This is an optimization exercise on Yosys and OpenROAD, whose aim is small area and a short achievable clock period, not a production implementation. Only simulation tests tie the RTL to the original design; equivalence was not proved. Power figures rest on the tool's default switching activity, not on a simulated workload.

// FPM
module FPM(A, B, SUM, clk);
  input [31:0] A, B;
  input clk;
  output [31:0] SUM;
  wire       s0_sgn = A[31] ^ B[31];
  wire [7:0] s0_exp = A[30:23] + B[30:23] + 8'h81;
  wire n1 = A[1] & A[0];
  wire n2 = A[1] ^ A[0];
  wire n3 = A[2] & A[1];
  wire n4 = A[2] ^ A[1];
  wire n5 = A[3] & A[2];
  wire n6 = A[3] ^ A[2];
  wire n7 = A[4] & A[3];
  wire n8 = A[4] ^ A[3];
  wire n9 = A[5] & A[4];
  wire n10 = A[5] ^ A[4];
  wire n11 = A[6] & A[5];
  wire n12 = A[6] ^ A[5];
  wire n13 = A[7] & A[6];
  wire n14 = A[7] ^ A[6];
  wire n15 = A[8] & A[7];
  wire n16 = A[8] ^ A[7];
  wire n17 = A[9] & A[8];
  wire n18 = A[9] ^ A[8];
  wire n19 = A[10] & A[9];
  wire n20 = A[10] ^ A[9];
  wire n21 = A[11] & A[10];
  wire n22 = A[11] ^ A[10];
  wire n23 = A[12] & A[11];
  wire n24 = A[12] ^ A[11];
  wire n25 = A[13] & A[12];
  wire n26 = A[13] ^ A[12];
  wire n27 = A[14] & A[13];
  wire n28 = A[14] ^ A[13];
  wire n29 = A[15] & A[14];
  wire n30 = A[15] ^ A[14];
  wire n31 = A[16] & A[15];
  wire n32 = A[16] ^ A[15];
  wire n33 = A[17] & A[16];
  wire n34 = A[17] ^ A[16];
  wire n35 = A[18] & A[17];
  wire n36 = A[18] ^ A[17];
  wire n37 = A[19] & A[18];
  wire n38 = A[19] ^ A[18];
  wire n39 = A[20] & A[19];
  wire n40 = A[20] ^ A[19];
  wire n41 = A[21] & A[20];
  wire n42 = A[21] ^ A[20];
  wire n43 = A[22] & A[21];
  wire n44 = A[22] ^ A[21];
  wire n45 = 1'b1 & A[22];
  wire n46 = 1'b1 ^ A[22];
  wire n47 = n1 | (n2 & 1'b0);
  wire n48 = n2 & A[0];
  wire n49 = n3 | (n4 & n1);
  wire n50 = n4 & n2;
  wire n51 = n5 | (n6 & n3);
  wire n52 = n6 & n4;
  wire n53 = n7 | (n8 & n5);
  wire n54 = n8 & n6;
  wire n55 = n9 | (n10 & n7);
  wire n56 = n10 & n8;
  wire n57 = n11 | (n12 & n9);
  wire n58 = n12 & n10;
  wire n59 = n13 | (n14 & n11);
  wire n60 = n14 & n12;
  wire n61 = n15 | (n16 & n13);
  wire n62 = n16 & n14;
  wire n63 = n17 | (n18 & n15);
  wire n64 = n18 & n16;
  wire n65 = n19 | (n20 & n17);
  wire n66 = n20 & n18;
  wire n67 = n21 | (n22 & n19);
  wire n68 = n22 & n20;
  ...
Settings: LEC_CHECK=0, CAP_MARGIN=20, CORE_MARGIN=2, CORE_UTILIZATION=55, CTS_CLUSTER_DIAMETER=60, CTS_CLUSTER_SIZE=32, SETUP_SLACK_MARGIN=0.95, SLEW_MARGIN=20, SYNTH_HIERARCHICAL=1, SYNTH_MINIMUM_KEEP_SIZE=0; clock period 3.0 ns.
run.sh (not shown) runs the stock make flow with config.mk's settings and CLKGATE_MAP_FILE= SYNTH_SCRIPT=/design/flow/synth_recipe.tcl, a recipe that flattens the netlist after the stock synthesis.
==> next run, changes <==
Settings changed: ABC_AREA set to 1, CTS_CLUSTER_DIAMETER 60 to 100.
The new run completed without violations.
Critical path depth rises by 2.
Area after synthesis rises by a few percent.
Core utilization falls by 1.8 points.
==> next run, changes <==
Settings changed: ABC_AREA 1 to not set.
Result: The new run produced a clean layout; total power falls by 1.3%; via count falls by 10%; sequential share of layout area rises by 1.2 points; flip-flop and latch count stays the same; hold slack gets worse by 0.096 ns; setup slack gets better by 0.054 ns; core utilization falls by 0.12 points; routed wire length falls by 17%; non-clock buffer count falls by 11.
==> next run, changes <==
Settings changed: CTS_CLUSTER_DIAMETER 100 to 80, CTS_CLUSTER_SIZE 32 to 24.
Clock-buffer cell count went up by 13.
Utilization went up by 1.0 points.
Power went up by a few percent.
Sequential power hardly moves.
==> next run, changes <==
Settings changed: CTS_CLUSTER_DIAMETER 80 to not set, CTS_CLUSTER_SIZE 24 to not set.
Result:
- The changed run passed the timing, design-rule and antenna checks
- combinational power goes down by about 0.5%
- count of clock-buffer cells in the layout goes up by 41
- setup slack gets better by 0.040 ns
==> next run, changes <==
Settings changed: CTS_CLUSTER_DIAMETER set to 100, CTS_CLUSTER_SIZE set to 32, SETUP_SLACK_MARGIN 0.95 to 1.0.
- final cell count went down by a few percent
- core utilization went down by 2.6 points
- area after synthesis does not change
- global-route usage went down by 0.31 points

## afterwards: timing with drivers on the ports
The results above use ideal ports. As a check the final layouts listed here were re-extracted and re-timed, cells and wires unchanged.
Step 1, drivers: a clkbuf_16 drives clk and a buf_2 each remaining input, both assumed.
Step 2 times the ports against the registers' clock, not the clock port: input delays grow and output delays shrink by t, the midpoint of the rising clock arrivals with the driver on.
a / b / c = ideal / step 1 / step 2; a / b = the first two.
| run | t (ns) | setup WS [ns] | clock arrival spread, ns | cell pins on the clock port's net |
|---|---|---|---|---|
| the first run | 0.637 | 0.948 / 0.948 / 0.342 | 0.039 / 0.039 | 1 |
| the second run | 0.672 | 0.925 / 0.925 / 0.355 | 0.039 / 0.039 | 1 |
| the third run | 0.653 | 0.980 / 0.993 / 0.371 | 0.023 / 0.023 | 1 |
| the fourth run | 0.619 | 0.940 / 0.937 / 0.332 | 0.029 / 0.029 | 1 |
| the fifth run | 0.677 | 0.979 / 0.979 / 0.353 | 0.029 / 0.028 | 1 |
| the sixth run | 0.655 | 0.995 / 1.004 / 0.349 | 0.030 / 0.030 | 1 |
After both steps setup and hold are still met in every run listed. The setup slack of the sixth run, which loses most, moves by +0.009 ns with the drivers and by -0.646 ns with both steps.
